What follows belongs to an exercise in optimizing a design on an open flow for small area and a short achievable clock period; a production flow would make more cautious choices. The RTL was checked by simulation tests, not by an equivalence proof against the original design. Power is estimated from default activity; no workload was simulated.

## moving_avg_top
module moving_avg_top #(
    parameter FILTER_TYPE =  0,     
    parameter WIDTH       = 16,
    parameter N           = 16,
    parameter SHIFT       =  4,
    parameter DO_ROUND    =  0,
    parameter K           =  3
)(
    input                     clk,
    input                     rst_n,
    input                     in_valid,
    input  signed [WIDTH-1:0] in_sample,
    output                    out_valid,
    output signed [WIDTH-1:0] out_sample
);
    wire                     out_valid_w;
    wire signed [WIDTH-1:0]  out_sample_w;
    generate
        if (FILTER_TYPE == 0) begin : gen_win_buffer
            moving_avg_filter #(
                .WIDTH (WIDTH),
                .N     (N)
            ) u_filter (
                .clk        (clk),
                .rst_n      (rst_n),
                .in_valid   (in_valid),
                .in_sample  (in_sample),
                .out_valid  (out_valid_w),
                .out_sample (out_sample_w)
            );
        end else begin : gen_default
            moving_avg_filter #(
                .WIDTH (WIDTH),
                .N     (N)
            ) u_filter (
                .clk        (clk),
                .rst_n      (rst_n),
                .in_valid   (in_valid),
                .in_sample  (in_sample),
                .out_valid  (out_valid_w),
                .out_sample (out_sample_w)
            );
        end
    endgenerate
    assign out_valid  = out_valid_w;
    assign out_sample = out_sample_w;
endmodule
clock: 4.8 ns
lec_check: 0
cap_margin: 20
core_margin: 2
core_utilization: 60
cts_buf_list: sky130_fd_sc_hd__clkbuf_16
cts_cluster_diameter: 100
cts_cluster_size: 24
setup_slack_margin: 2.2
slew_margin: 20
synth_hierarchical: 1
standard.sh (not shown) runs the stock make flow with config.mk's settings and CLKGATE_MAP_FILE= SYNTH_SCRIPT=/design/flow/synth_recipe.tcl, a recipe that flattens the netlist after the stock synthesis.
==> flow/flow/run.sh <==
#!/bin/bash
# The standard layout (standard.sh, unchanged synthesis), except that the
# port buffers that global placement inserts are plain buf_2 cells instead of
# the delay buffers buffer_ports picks by default.
set -euo pipefail
export BUFFER_PORTS_ARGS="-buffer_cell sky130_fd_sc_hd__buf_2"
bash standard.sh > flow_make.log 2>&1
The starting point completed without violations.
Change:
CORE_UTILIZATION = 40   (was 60)
SETUP_SLACK_MARGIN = 2.1   (was 2.2)
Non-clock buffer count decreases by 1.
Sequential power is about the same.
Wire length came out higher by 4.5%.
Total power stays flat.
Hold slack stays flat.
Clock skew goes down by 0.0081 ns.
Die area came out higher by 48%.
Sequential share of layout area came out lower by 1.2 points.
Change:
SETUP_SLACK_MARGIN = 2.3   (was 2.1)
Via count climbs by 0.47%. Sequential power barely changes. Clock power hardly moves. Combinational power rises by about 6%. Design area rises by 1.9%. Clock skew stays flat. Wire length is higher by 1.3%. Sequential cell count stays the same. Setup slack gets better by 0.19 ns. Area after synthesis does not change. Critical path depth is higher by 1.
Change:
CTS_CLUSTER_SIZE = 30   (was 24)
SETUP_SLACK_MARGIN = 2.2   (was 2.3)
Result:
- The changed run finished clean
- worst hold slack got worse by 0.0058 ns
- utilization decreases by 0.84 points
- non-clock buffer count does not change
- global-route usage stays flat
- design area decreases slightly
- routed wire length decreases slightly
- worst setup slack got worse by 0.035 ns
Change:
CTS_CLUSTER_SIZE = 24   (was 30)
Effect: Count of clock-buffer cells in the layout increases by 3. Core utilization climbs by 0.27 points. Power rose by about 1.5%. Hold slack gains 0.0053 ns. Wire length grows by about 0.6%. Via count increases by about 0.4%. Clock power increases by about 8%. Setup slack improves by 0.012 ns. Final area rose by about 0.6%. Clock skew is lower by 0.0048 ns. Synthesized cell count is unchanged.

* * *

run A:
moving_avg_top, a different RTL version from the one above (not shown whole).
Size: about 680 cells after synthesis, ~36 I/O pins, roughly 11000 µm² of cells after synthesis.
Settings: LEC_CHECK=0, CAP_MARGIN=20, CORE_MARGIN=2, CORE_UTILIZATION=40, CTS_BUF_LIST=sky130_fd_sc_hd__clkbuf_16, CTS_CLUSTER_DIAMETER=100, CTS_CLUSTER_SIZE=24, PLACE_DENSITY=0.8, SETUP_SLACK_MARGIN=2.2, SLEW_MARGIN=20, SYNTH_HIERARCHICAL=1; clock period 4.8 ns.
Scripts as last shown in full above: flow/flow/run.sh
#### Input delta (run B over run A)
# run A
export LEC_CHECK = 0
export CAP_MARGIN = 20
export CORE_MARGIN = 2
export CORE_UTILIZATION = 40
export CTS_BUF_LIST = sky130_fd_sc_hd__clkbuf_16
export CTS_CLUSTER_DIAMETER = 100
export CTS_CLUSTER_SIZE = 24
export PLACE_DENSITY = 0.8
export SETUP_SLACK_MARGIN = 2.2
export SLEW_MARGIN = 20
export SYNTH_HIERARCHICAL = 1
create_clock -name core_clock -period 4.8 [get_ports {clk}]
# run B
export LEC_CHECK = 0
export CAP_MARGIN = 20
export CORE_MARGIN = 2
export CORE_UTILIZATION = 40
export CTS_BUF_LIST = sky130_fd_sc_hd__clkbuf_16
export CTS_CLUSTER_DIAMETER = 100
export CTS_CLUSTER_SIZE = 24
export SETUP_SLACK_MARGIN = 2.4
export SLEW_MARGIN = 20
export SYNTH_HIERARCHICAL = 1
create_clock -name core_clock -period 4.8 [get_ports {clk}]
==> comparison <==
On routed wire length, run A and run B are basically level. The startpoint of the worst setup timing path comes out gen_win_buffer.u_filter.oldest[0]$_SDFFE_PN0P_ in one run and gen_win_buffer.u_filter.oldest[1]$_SDFFE_PN0P_ in the other, namely in run B and run A respectively. Run A -> run B: number of logic stages on the critical path including buffering delta 0, exact match. Run A has a lower global-route usage than run B. Run B vs. run A: maximum fanout encountered on the critical timing path went up by 1. When run B is set beside run A, its final period utilization turns out to be 2.2 points smaller.
The following lists how run C was set up differently from run B:
# run B
export LEC_CHECK = 0
export CAP_MARGIN = 20
export CORE_MARGIN = 2
export CORE_UTILIZATION = 40
export CTS_BUF_LIST = sky130_fd_sc_hd__clkbuf_16
export CTS_CLUSTER_DIAMETER = 100
export CTS_CLUSTER_SIZE = 24
export SETUP_SLACK_MARGIN = 2.4
export SLEW_MARGIN = 20
export SYNTH_HIERARCHICAL = 1
create_clock -name core_clock -period 4.8 [get_ports {clk}]
# run C
export LEC_CHECK = 0
export CAP_MARGIN = 20
export CORE_MARGIN = 2
export CORE_UTILIZATION = 40
export CTS_BUF_LIST = sky130_fd_sc_hd__clkbuf_16
export CTS_CLUSTER_DIAMETER = 100
export CTS_CLUSTER_SIZE = 24
export SETUP_SLACK_MARGIN = 2.8
export SLEW_MARGIN = 20
export SYNTH_HIERARCHICAL = 1
create_clock -name core_clock -period 4.8 [get_ports {clk}]
==> comparison <==
Minimum clock period after layout (lower): run C. The faster design of the two is run C; run B tops out lower. [run C] required arrival time at the worst endpoint fell 1.31 ns relative to run B. Power in run C is 17% higher than in run B. The lower combinational power share of run C and run B is in run B. Compare run C and run B | post-layout worst setup margin lower: run B. Each of the runs, namely run C and run B, reached the end of the flow and came out clean.
Input changes introduced in run D (baseline for comparison: run C):
# run C
export LEC_CHECK = 0
export CAP_MARGIN = 20
export CORE_MARGIN = 2
export CORE_UTILIZATION = 40
export CTS_BUF_LIST = sky130_fd_sc_hd__clkbuf_16
export CTS_CLUSTER_DIAMETER = 100
export CTS_CLUSTER_SIZE = 24
export SETUP_SLACK_MARGIN = 2.8
export SLEW_MARGIN = 20
export SYNTH_HIERARCHICAL = 1
create_clock -name core_clock -period 4.8 [get_ports {clk}]
# run D
export LEC_CHECK = 0
export CAP_MARGIN = 20
export CORE_MARGIN = 2
export CORE_UTILIZATION = 40
export CTS_BUF_LIST = sky130_fd_sc_hd__clkbuf_16
export CTS_CLUSTER_DIAMETER = 100
export CTS_CLUSTER_SIZE = 24
export SETUP_SLACK_MARGIN = 2.2
export SLEW_MARGIN = 20
export SYNTH_HIERARCHICAL = 1
create_clock -name core_clock -period 4.8 [get_ports {clk}]
==> comparison <==
In summary, run D completed successfully, with a layout that passed the timing, DRC and antenna checks.
Taking run C as the reference point, the met1 routing resource usage after global routing of run D falls by 1.1 points.
Changes observed in run D relative to run C: final cycle utilization of the critical path went up 5.6 points; cell area after layout went down 11%; fraction of area in registers went up 7.3 points; clock period minus final worst setup slack went up 0.27 ns; fmax went down about 11%.
Looking at worst setup path category, the flop to output pin result is from run C; the flop to flop one comes from run D.
Run D gives less area growth from synthesis to final layout than run C did.
For run E, these inputs were changed with respect to run D:
# run D
export LEC_CHECK = 0
export CAP_MARGIN = 20
export CORE_MARGIN = 2
export CORE_UTILIZATION = 40
export CTS_BUF_LIST = sky130_fd_sc_hd__clkbuf_16
export CTS_CLUSTER_DIAMETER = 100
export CTS_CLUSTER_SIZE = 24
export SETUP_SLACK_MARGIN = 2.2
export SLEW_MARGIN = 20
export SYNTH_HIERARCHICAL = 1
create_clock -name core_clock -period 4.8 [get_ports {clk}]
# run E
export LEC_CHECK = 0
export CAP_MARGIN = 20
export CORE_MARGIN = 2
export CORE_UTILIZATION = 40
export CTS_BUF_LIST = sky130_fd_sc_hd__clkbuf_16
export CTS_CLUSTER_DIAMETER = 100
export CTS_CLUSTER_SIZE = 24
export SETUP_SLACK_MARGIN = 3.0
export SLEW_MARGIN = 20
export SYNTH_HIERARCHICAL = 1
create_clock -name core_clock -period 4.8 [get_ports {clk}]
Notes after the runs:
On clock transition at the register clock pins on the worst setup and hold paths after CTS, run E and run D are neck and neck. In run E, the total power came out about 24% above the value in run D. Detailed-routed wire length on met3 in run E is 250 µm above run D. Diff run D -> run E: design internal power increased by 0.82 mW relative to the old numbers; hold slack shows a reduction of 0.032 ns; sequential share of layout area has decreased; relative area change from synthesis to final layout went up 17 points; combinational share of power climbed 12 points. Run D has a higher post-route clock period utilization than run E. Looking at highest-power group, the registers result is from run D; the combinational cells one comes from run E. For run E, the kind of path behind the tightest hold check was input port to async pin, unlike run D, where it was flop to flop. What run E reported for peak ir drop on the vdd network has to be multiplied by 0.934 to get the figure for run D. Of the two values seen for highest-delay cell along the critical path, sky130_fd_sc_hd__dfxtp_4 was produced by run E and sky130_fd_sc_hd__o21ai_1 by run D. Comparing clock buffer and inverter area fraction after layout for run E and run D, the smaller number came from run E.

## separate check: timing with driven ports
Ports are ideal in the flow. The routed layouts listed here were re-timed in OpenROAD. Step 1 (the two cells are an assumption about what drives the block):
set clk [get_ports {clk}]
set_driving_cell -lib_cell sky130_fd_sc_hd__clkbuf_16 $clk
set_driving_cell -lib_cell sky130_fd_sc_hd__buf_2 [delete_from_list [all_inputs] $clk]
Step 2, shift: input delay + t, output delay - t, t = (earliest + latest rising clock arrival at the registers) / 2. This alone moves slack from input paths to output paths. Slacks: ideal / step 1 / step 2; pairs: ideal / step 1.
run	shift t [ns]	slack for setup (ns)	hold slack, ns
the first run of note 1	0.526	2.315 / 2.315 / 1.880	0.410 / 0.410 / 0.410
the second run of note 1	0.520	2.273 / 2.273 / 1.851	0.410 / 0.410 / 0.410
the third run of note 1	0.522	2.463 / 2.463 / 2.036	0.411 / 0.411 / 0.411
the fourth run of note 1	0.520	2.428 / 2.428 / 1.957	0.405 / 0.405 / 0.405
the fifth run of note 1	0.520	2.440 / 2.440 / 1.959	0.410 / 0.410 / 0.410
run A	0.520	2.400 / 2.400 / 1.959	0.408 / 0.408 / 0.408
run B	0.522	2.505 / 2.505 / 2.031	0.418 / 0.418 / 0.418
run C	0.538	2.731 / 2.686 / 2.239	0.394 / 0.375 / 0.413
run D	0.520	2.464 / 2.464 / 1.972	0.418 / 0.418 / 0.418
run E	0.530	2.766 / 2.766 / 2.259	0.386 / 0.378 / 0.417
After both steps setup and hold are still met in every run listed. For run E, which loses most, drivers alone change the setup slack by 0.000 ns; drivers and shift together by -0.507 ns.
